Background: an optimization exercise with open tools, aiming at small area. Do not read the settings as production practice. Function was checked by simulation only, so behaviour that the tests miss may differ from the original. Power and IR drop assume default switching activity.

==> module SoC_Algorithm, before the edit <==
module SoC_Algorithm (
    input clk,
    input rst_n,
    input [15:0] voltage,
    input signed [15:0] current,
    output [7:0] soc
);
function [32:0] radd;
    input [31:0] a;
    input [31:0] b;
    input ci;
    integer k;
    reg c;
    begin
        c = ci;
        for (k = 0; k < 32; k = k + 1) begin
            radd[k] = a[k] ^ b[k] ^ c;
            c = (a[k] & b[k]) | (c & (a[k] ^ b[k]));
        end
        radd[32] = c;
    end
endfunction
reg [5:0] clk_cnt;
reg [6:0] soc_vpend;      
reg [6:0] soc_voltage;
reg [29:0] q4;            
reg use_v_soc;
reg [6:0] soc_r;
reg ticked;               
reg [19:0] wk;            
reg [1:0] scy;            
wire ms_tick  = clk_cnt[5] & clk_cnt[4] & clk_cnt[0];                                             
wire dv_load  = clk_cnt[5] & ~clk_cnt[4] & clk_cnt[3] & ~clk_cnt[2] & ~clk_cnt[1] & clk_cnt[0];   
wire dv_en    = clk_cnt[5];                                                                       
wire pass     = ticked & ~clk_cnt[5] & ~(&clk_cnt[4:1]);                                          
always @(posedge clk or negedge rst_n) begin
    if (!rst_n) clk_cnt <= 6'd0;
    else if (ms_tick) clk_cnt <= 6'd0;
    else clk_cnt <= clk_cnt + 6'd1;
end
wire comp = (current > 16'sd5) || (current < -16'sd5);
wire rest = (current > -16'sd5) && (current < 16'sd5);
wire [15:0] cg = current & {16{comp}};
wire [32:0] xsum = radd({16'd0, voltage}, {16'd0, ~cg}, 1'b1);
wire [15:0] xs = xsum[15:0];
wire x_neg = ~cg[15] & ~xsum[16];    
wire x_ovf = cg[15] & xsum[16];      
wire [32:0] x3 = radd({16'd0, xs}, {15'd0, xs, 1'b0}, 1'b0);
wire [32:0] p = radd({16'd0, xs}, {x3[28:0], 3'd0}, 1'b0);
wire [6:0] q0 = p[20:14];
wire [32:0] lo = radd({25'd0, p[4:0], 2'b00}, {25'd0, q0}, 1'b1);
wire corr = lo[7] & (&p[13:5]);
wire [32:0] q0c = radd({25'd0, q0}, 32'd0, corr);
wire [6:0] f_x = x_neg ? 7'd0 : x_ovf ? 7'd100 : q0c[6:0];
wire [32:0] sv3 = radd({25'd0, soc_voltage}, {24'd0, soc_voltage, 1'b0}, 1'b0);
wire [32:0] sv35 = radd({20'd0, soc_voltage, 5'd0}, {23'd0, sv3[8:0]}, 1'b0);
wire [15:0] addend = rest ? {sv35[13:0], 2'b00} : current;
wire qb = q4[0] & ~use_v_soc;            
wire s1  = wk[15] ^ wk[18] ^ wk[19];
wire k1  = (wk[15] & wk[18]) | (wk[19] & (wk[15] ^ wk[18]));
wire sb  = qb ^ s1 ^ scy[0];
wire k2  = (qb & s1) | (scy[0] & (qb ^ s1));
wire c0n = k1 ^ k2 ^ scy[1];
wire c1n = (k1 & k2) | (scy[1] & (k1 ^ k2));
always @(posedge clk or negedge rst_n) begin
    if (!rst_n) begin
        q4 <= 30'd0;
        ticked <= 1'b0;
    end else begin
        if (pass) q4 <= {sb, q4[29:1]};
        if (ms_tick) ticked <= 1'b1;
    end
end
always @(posedge clk) begin
    if (ms_tick) scy <= 2'b00;
    else scy <= {c1n, c0n};
end
wire [32:0] dd = radd({21'd0, wk[19:9]}, {21'd0, 11'd1173}, 1'b0);    
wire dge = dv_en & dd[11];
integer j;
always @(posedge clk) begin
    if (ms_tick) begin
        wk[19:16] <= 4'd0;
        for (j = 0; j < 16; j = j + 1) wk[15-j] <= addend[j];
    end else if (dv_load) begin
        wk[19:3] <= q4[18:2];
    end else begin
        wk[19:10] <= dge ? dd[9:0] : wk[18:9];
        wk[9:1] <= wk[8:0];
        wk[0] <= dv_en ? dge : wk[0];
    end
end
wire q_big = ~q4[29] & ((|q4[28:19]) | (q4[18:0] >= 19'd350000));
wire [6:0] q_soc = q4[29] ? 7'd0 : q_big ? 7'd100 : wk[6:0];
always @(posedge clk or negedge rst_n) begin
    if (!rst_n) begin
        soc_vpend <= 7'd0;
        soc_voltage <= 7'd0;
        use_v_soc <= 1'b1;
        soc_r <= 7'd0;
    end else if (ms_tick) begin
        soc_vpend <= f_x;
        soc_voltage <= soc_vpend;
        use_v_soc <= rest;
        soc_r <= use_v_soc ? soc_voltage : q_soc;
    end
end
assign soc = {1'b0, soc_r};
endmodule
==> flow/config.mk <==
export PLATFORM = sky130hd
export DESIGN_NAME = SoC_Algorithm
export DESIGN_NICKNAME = SoC_Algorithm
export VERILOG_FILES = /design/flow/design.v
export SDC_FILE = /design/flow/constraint.sdc
export NUM_CORES = 4
export LEC_CHECK = 0
export CAP_MARGIN = 20
export CORE_MARGIN = 2
export CORE_UTILIZATION = 40
export CTS_BUF_LIST = sky130_fd_sc_hd__clkbuf_8
export SLEW_MARGIN = 20
==> flow/constraint.sdc <==
create_clock -name core_clock -period 36.0 [get_ports {clk}]
set_input_delay 7.2000 -clock core_clock [delete_from_list [all_inputs] [get_ports {clk}]]
set_output_delay 7.2000 -clock core_clock [all_outputs]
set_load 0.01 [all_outputs]
standard.sh (not shown) runs the stock make flow with config.mk's settings and CLKGATE_MAP_FILE= SYNTH_SCRIPT=/design/flow/synth_recipe.tcl, a recipe that flattens the netlist after the stock synthesis.
==> flow/flow/run.sh <==
#!/bin/bash
set -euo pipefail
export BUFFER_PORTS_ARGS="-buffer_cell sky130_fd_sc_hd__buf_1"
bash standard.sh > flow_standard.log 2>&1
Change:
==> flow/design.v (replaced) <==
module SoC_Algorithm (
    input clk,
    input rst_n,
    input [15:0] voltage,
    input signed [15:0] current,
    output [7:0] soc
);
function [32:0] radd;
    input [31:0] a;
    input [31:0] b;
    input ci;
    integer k;
    reg c;
    begin
        c = ci;
        for (k = 0; k < 32; k = k + 1) begin
            radd[k] = a[k] ^ b[k] ^ c;
            c = (a[k] & b[k]) | (c & (a[k] ^ b[k]));
        end
        radd[32] = c;
    end
endfunction
reg [5:0] clk_cnt;
reg [6:0] soc_vpend;      
reg [6:0] soc_voltage;
reg [29:0] q4;            
reg [15:0] cur_r;         
reg use_v_soc;
reg [6:0] soc_r;
reg [16:0] dv;            
wire ms_tick  = clk_cnt[5] & clk_cnt[4] & clk_cnt[0];                                             
wire add_last = ~clk_cnt[5] & clk_cnt[4] & clk_cnt[3] & ~clk_cnt[2] & ~clk_cnt[1] & ~clk_cnt[0];  
wire dv_load  = clk_cnt[5] & ~clk_cnt[4] & clk_cnt[3] & ~clk_cnt[2] & ~clk_cnt[1] & clk_cnt[0];   
always @(posedge clk or negedge rst_n) begin
    if (!rst_n) clk_cnt <= 6'd0;
    else if (ms_tick) clk_cnt <= 6'd0;
    else clk_cnt <= clk_cnt + 6'd1;
end
wire comp = (current > 16'sd5) || (current < -16'sd5);
wire rest = (current > -16'sd5) && (current < 16'sd5);
wire [15:0] cg = current & {16{comp}};
wire [32:0] xsum = radd({16'd0, voltage}, {16'd0, ~cg}, 1'b1);
wire [15:0] xs = xsum[15:0];
wire x_neg = ~cg[15] & ~xsum[16];    
wire x_ovf = cg[15] & xsum[16];      
wire [32:0] x3 = radd({16'd0, xs}, {15'd0, xs, 1'b0}, 1'b0);
wire [32:0] p = radd({16'd0, xs}, {x3[28:0], 3'd0}, 1'b0);
wire [6:0] q0 = p[20:14];
wire [32:0] lo = radd({25'd0, p[4:0], 2'b00}, {25'd0, q0}, 1'b1);
wire corr = lo[7] & (&p[13:5]);
wire [32:0] q0c = radd({25'd0, q0}, 32'd0, corr);
wire [6:0] f_x = x_neg ? 7'd0 : x_ovf ? 7'd100 : q0c[6:0];
wire [32:0] sv3 = radd({25'd0, soc_voltage}, {24'd0, soc_voltage, 1'b0}, 1'b0);
wire [32:0] sv35 = radd({20'd0, soc_voltage, 5'd0}, {23'd0, sv3[8:0]}, 1'b0);
wire [13:0] sv140 = {sv35[11:0], 2'b00};
wire [32:0] qs = radd({2'b0, q4}, {{16{cur_r[15]}}, cur_r}, 1'b0);
always @(posedge clk or negedge rst_n) begin
    if (!rst_n) begin
        q4 <= 30'd0;
        cur_r <= 16'd0;
    end else begin
        q4 <= (ms_tick & rest) ? 30'd0 : qs[29:0];
        if (ms_tick) cur_r <= rest ? {2'b0, sv140} : current;
        else if (add_last) cur_r <= 16'd0;
    end
end
wire [32:0] dd = radd({21'd0, dv[16:6]}, {21'd0, 11'd1173}, 1'b0);    
wire dge = dd[11];
always @(posedge clk) begin
    if (dv_load) dv <= q4[18:2];
    else dv <= {dge ? dd[9:0] : dv[15:6], dv[5:0], dge};
end
wire q_big = ~q4[29] & ((|q4[28:19]) | (q4[18:0] >= 19'd350000));
wire [6:0] q_soc = q4[29] ? 7'd0 : q_big ? 7'd100 : dv[6:0];
always @(posedge clk or negedge rst_n) begin
    if (!rst_n) begin
        soc_vpend <= 7'd0;
        soc_voltage <= 7'd0;
        use_v_soc <= 1'b1;
        soc_r <= 7'd0;
    end else if (ms_tick) begin
        soc_vpend <= f_x;
        soc_voltage <= soc_vpend;
        use_v_soc <= rest;
        soc_r <= use_v_soc ? soc_voltage : q_soc;
    end
end
assign soc = {1'b0, soc_r};
endmodule
Effect: Setup slack loses 360 ps. Sequential cell count grows by 10. Power climbs by about 14%. Via count climbs by 12%. Count of clock-buffer cells in the layout stays the same. Design area grows by about 16%. Synthesized area increases by about 17%. Die area is higher by 16%.

* * *

## trial 75
Another version of the RTL of SoC_Algorithm (not shown whole).
For scale: roughly 460 cells after synthesis, roughly 4600 µm² of cells after synthesis.
==> module SoC_Algorithm, before the edit <==
module SoC_Algorithm (
    input clk,
    input rst_n,
    input [15:0] voltage,
    input signed [15:0] current,
    output [7:0] soc
);
function [32:0] radd;
    input [31:0] a;
    input [31:0] b;
    input ci;
    integer k;
    reg c;
    begin
        c = ci;
        for (k = 0; k < 32; k = k + 1) begin
            radd[k] = a[k] ^ b[k] ^ c;
            c = (a[k] & b[k]) | (c & (a[k] ^ b[k]));
        end
        radd[32] = c;
    end
endfunction
reg [5:0] clk_cnt;
reg [6:0] soc_voltage;
reg [24:0] qr;            
reg [4:0] qh;             
reg use_v_soc;
reg [6:0] soc_r;
reg ticked;               
reg zq;                   
reg [19:0] wk;            
reg [1:0] scy;            
wire ms_tick  = clk_cnt[5] & clk_cnt[4] & clk_cnt[0];                                             
wire dv_load  = clk_cnt[5] & ~clk_cnt[4] & clk_cnt[3] & ~clk_cnt[2] & ~clk_cnt[1] & clk_cnt[0];   
wire dv_en    = clk_cnt[5];                                                                       
wire lt25     = ~clk_cnt[5] & ~(clk_cnt[4] & clk_cnt[3] & (clk_cnt[2] | clk_cnt[1] | clk_cnt[0]));  
wire in2530   = ~clk_cnt[5] & clk_cnt[4] & clk_cnt[3] & ~(clk_cnt[2] & clk_cnt[1]) & (clk_cnt[2] | clk_cnt[1] | clk_cnt[0]);  
wire lt16     = ~clk_cnt[5] & ~clk_cnt[4];                                                        
wire lt24     = ~clk_cnt[5] & ~(clk_cnt[4] & clk_cnt[3]);                                         
wire at15     = lt16 & (&clk_cnt[3:0]);                                                           
wire kb       = lt16 & clk_cnt[3] & ~clk_cnt[2];                                                  
always @(posedge clk or negedge rst_n) begin
    if (!rst_n) clk_cnt <= 6'd0;
    else if (ms_tick) clk_cnt <= 6'd0;
    else clk_cnt <= clk_cnt + 6'd1;
end
wire comp = (current > 16'sd5) || (current < -16'sd5);
wire rest = (current > -16'sd5) && (current < 16'sd5);
wire [32:0] sv3 = radd({25'd0, soc_voltage}, {24'd0, soc_voltage, 1'b0}, 1'b0);
wire [32:0] sv35 = radd({20'd0, soc_voltage, 5'd0}, {23'd0, sv3[8:0]}, 1'b0);
wire [15:0] addend = rest ? {sv35[13:0], 2'b00} : current;
wire qb = (lt25 ? qr[0] : qh[0]) & ~use_v_soc & ~zq;      
wire s1  = wk[15] ^ wk[18] ^ wk[19];
wire k1  = (wk[15] & wk[18]) | (wk[19] & (wk[15] ^ wk[18]));
wire sb  = qb ^ s1 ^ scy[0];
wire k2  = (qb & s1) | (scy[0] & (qb ^ s1));
wire c0n = k1 ^ k2 ^ scy[1];
wire c1n = (k1 & k2) | (scy[1] & (k1 ^ k2));
always @(posedge clk) begin
    qr <= {(ticked & lt25) ? sb : qr[0], qr[24:1]};
    qh <= {(ticked & in2530) ? sb : qh[0], qh[4:1]};
end
always @(posedge clk or negedge rst_n) begin
    if (!rst_n) begin
        ticked <= 1'b0;
        zq <= 1'b1;
    end else if (ms_tick) begin
        ticked <= 1'b1;
        zq <= ~ticked;
    end
end
always @(posedge clk) begin
    if (ms_tick) scy <= 2'b00;
    else scy <= {c1n, c0n};
end
reg [29:0] q41, q49;
integer b;
always @(*) begin
    for (b = 0; b < 25; b = b + 1) begin
        q41[b] = qr[(b + 9) % 25];
        q49[b] = qr[(b + 1) % 25];
    end
    for (b = 25; b < 30; b = b + 1) begin
        q41[b] = qh[(b + 4) % 5];
        q49[b] = qh[(b + 1) % 5];
    end
end
wire [32:0] dd = radd({21'd0, wk[19:9]}, {21'd0, 11'd1173}, 1'b0);    
wire dge = dv_en & dd[11];
integer j;
always @(posedge clk) begin
    if (ms_tick) begin
        wk[19:16] <= 4'd0;
        for (j = 0; j < 16; j = j + 1) wk[15-j] <= addend[j];
    end else if (dv_load) begin
        wk[19:3] <= q41[18:2];
    end else begin
        wk[19:10] <= dge ? dd[9:0] : wk[18:9];
        wk[9:1] <= wk[8:0];
        wk[0] <= dv_en ? dge : wk[0];
    end
end
reg [19:0] xw;
reg compf;               
reg xc;                  
reg [4:1] xd;            
reg [1:0] pca;           
reg pcb;                 
reg fneg, fovf;          
wire cgb = ~(wk[15] & compf);
wire xb  = (xw[19] ^ cgb ^ xc) & lt16;
wire xcn = (xw[19] & cgb) | (xc & (xw[19] ^ cgb));
wire ta = xb;
wire tb = xd[3];
wire tc = xd[4];
wire sa1 = ta ^ tb ^ tc;
wire ka1 = (ta & tb) | (tc & (ta ^ tb));
wire pb  = sa1 ^ pca[0] ^ pca[1];
wire ka2 = (sa1 & pca[0]) | (pca[1] & (sa1 ^ pca[0]));
wire zb2 = lt16 ? kb : xw[15];
wire zb  = pb ^ zb2 ^ pcb;
wire kz  = (pb & zb2) | (pcb & (pb ^ zb2));
integer m;
always @(posedge clk) begin
    if (ms_tick) begin
        for (m = 0; m < 16; m = m + 1) xw[19-m] <= voltage[m];
        xw[3:0] <= 4'd0;
        compf <= comp;
        xc <= 1'b1;
        xd <= 4'd0;
        pca <= 2'b00;
        pcb <= 1'b0;
    end else begin
        xw <= {xw[18:0], lt24 ? pb : zb};
        xc <= xcn;
        xd <= {xd[3:1], xb};
        pca <= {ka1, ka2};
        pcb <= kz;
    end
end
always @(posedge clk or negedge rst_n) begin
    if (!rst_n) begin
        fneg <= 1'b1;
        fovf <= 1'b0;
    end else if (at15 & ticked) begin
        fneg <= cgb & ~xcn;
        fovf <= ~cgb & xcn;
    end
end
wire [6:0] f_x = fneg ? 7'd0 : fovf ? 7'd100 : {xw[12], xw[13], xw[14], xw[15], xw[16], xw[17], xw[18]};
wire q_big = ~q49[29] & ((|q49[28:19]) | (q49[18:0] >= 19'd350000));
wire [6:0] q_soc = q49[29] ? 7'd0 : q_big ? 7'd100 : wk[6:0];
always @(posedge clk or negedge rst_n) begin
    if (!rst_n) begin
        soc_voltage <= 7'd0;
        use_v_soc <= 1'b1;
        soc_r <= 7'd0;
    end else if (ms_tick) begin
        soc_voltage <= f_x;
        use_v_soc <= rest;
        soc_r <= use_v_soc ? soc_voltage : q_soc;
    end
end
assign soc = {1'b0, soc_r};
endmodule
==> flow/config.mk <==
export PLATFORM = sky130hd
export DESIGN_NAME = SoC_Algorithm
export DESIGN_NICKNAME = SoC_Algorithm
export VERILOG_FILES = /design/flow/design.v
export SDC_FILE = /design/flow/constraint.sdc
export NUM_CORES = 4
export LEC_CHECK = 0
export CAP_MARGIN = 20
export CORE_MARGIN = 2
export CORE_UTILIZATION = 40
export CTS_BUF_LIST = sky130_fd_sc_hd__clkbuf_8
export SLEW_MARGIN = 20
==> flow/constraint.sdc <==
create_clock -name core_clock -period 36.0 [get_ports {clk}]
set_input_delay 7.2000 -clock core_clock [delete_from_list [all_inputs] [get_ports {clk}]]
set_output_delay 7.2000 -clock core_clock [all_outputs]
set_load 0.01 [all_outputs]
==> flow/flow/run.sh <==
#!/bin/bash
set -euo pipefail
export BUFFER_PORTS_ARGS="-buffer_cell sky130_fd_sc_hd__buf_1"
export CTS_ARGS="-sink_clustering_enable -repair_clock_nets -dont_use_dummy_load -buf_list sky130_fd_sc_hd__clkbuf_8"
bash standard.sh > flow_standard.log 2>&1
> inputs changed (trial 75 -> build 8)
diff --git a/flow/design.v b/flow/design.v
--- a/flow/design.v
+++ b/flow/design.v
@@ -26,9 +26,8 @@
 reg [4:0] qh;             
 reg use_v_soc;
 reg [6:0] soc_r;
 reg ticked;               
-reg zq;                   
 reg [19:0] wk;            
 reg [1:0] scy;            
 wire ms_tick  = clk_cnt[5] & clk_cnt[4] & clk_cnt[0];                                             
 wire dv_load  = clk_cnt[5] & ~clk_cnt[4] & clk_cnt[3] & ~clk_cnt[2] & ~clk_cnt[1] & clk_cnt[0];   
@@ -48,26 +47,24 @@
 wire rest = (current > -16'sd5) && (current < 16'sd5);
 wire [32:0] sv3 = radd({25'd0, soc_voltage}, {24'd0, soc_voltage, 1'b0}, 1'b0);
 wire [32:0] sv35 = radd({20'd0, soc_voltage, 5'd0}, {23'd0, sv3[8:0]}, 1'b0);
 wire [15:0] addend = rest ? {sv35[13:0], 2'b00} : current;
-wire qb = (lt25 ? qr[0] : qh[0]) & ~use_v_soc & ~zq;      
+wire qb = (lt25 ? qr[0] : qh[0]) & ~use_v_soc;      
 wire s1  = wk[15] ^ wk[18] ^ wk[19];
 wire k1  = (wk[15] & wk[18]) | (wk[19] & (wk[15] ^ wk[18]));
 wire sb  = qb ^ s1 ^ scy[0];
 wire k2  = (qb & s1) | (scy[0] & (qb ^ s1));
 wire c0n = k1 ^ k2 ^ scy[1];
 wire c1n = (k1 & k2) | (scy[1] & (k1 ^ k2));
-always @(posedge clk) begin
-    qr <= {(ticked & lt25) ? sb : qr[0], qr[24:1]};
-    qh <= {(ticked & in2530) ? sb : qh[0], qh[4:1]};
-end
 always @(posedge clk or negedge rst_n) begin
     if (!rst_n) begin
+        qr <= 25'd0;
+        qh <= 5'd0;
         ticked <= 1'b0;
-        zq <= 1'b1;
-    end else if (ms_tick) begin
-        ticked <= 1'b1;
-        zq <= ~ticked;
+    end else begin
+        qr <= {(ticked & lt25) ? sb : qr[0], qr[24:1]};
+        qh <= {(ticked & in2530) ? sb : qh[0], qh[4:1]};
+        if (ms_tick) ticked <= 1'b1;
     end
 end
 always @(posedge clk) begin
     if (ms_tick) scy <= 2'b00;
## What came out
- The worst relative slew slack number comes out higher for trial 75 vs build 8.
- Global-route usage ended up 0.49 points higher on build 8 than on trial 75.
- Between trial 75 and build 8, the flow reports final standard cell area without fillers increasing by a few percent.
- Build 8 contains more vias than trial 75.
- Number of rows in the core area grows by a few percent when moving from trial 75 to build 8.
- Trial 75 → build 8: combinational logic power went up, number of sequential cells went down, worst-case hold slack went up, transition time at the pin with the least slew margin rose by 0.12 ns.
- The non-filler instance count after layout of build 8 and that of trial 75 are within noise of each other.

port drivers added, routing unchanged:
Ports are ideal in the flow. The routed layouts listed here were re-timed in OpenROAD.
Step 1 assumes that a clkbuf_16 drives the clock port and a buf_2 every other input.
Step 2 also shifts input and output timing later by t, the mid clock arrival at the registers, as if the neighbouring blocks saw the same clock.
Slacks: ideal / step 1 / step 2; pairs: ideal / step 1.
run | t, ns | setup slack, ns | worst data-port slew with drivers (ns)
the first run of note 1 | 0.398 | 17.209 / 17.214 / 16.816 | 0.04
the second run of note 1 | 0.390 | 16.847 / 16.831 / 16.441 | 0.05
trial 75 | 0.376 | 27.390 / 27.399 / 27.023 | 0.03
build 8 | 0.387 | 27.119 / 27.097 / 26.710 | 0.05
After both steps every run listed still meets setup and hold. The setup slack of build 8, which loses most, moves by -0.022 ns with the drivers and by -0.409 ns with both steps.
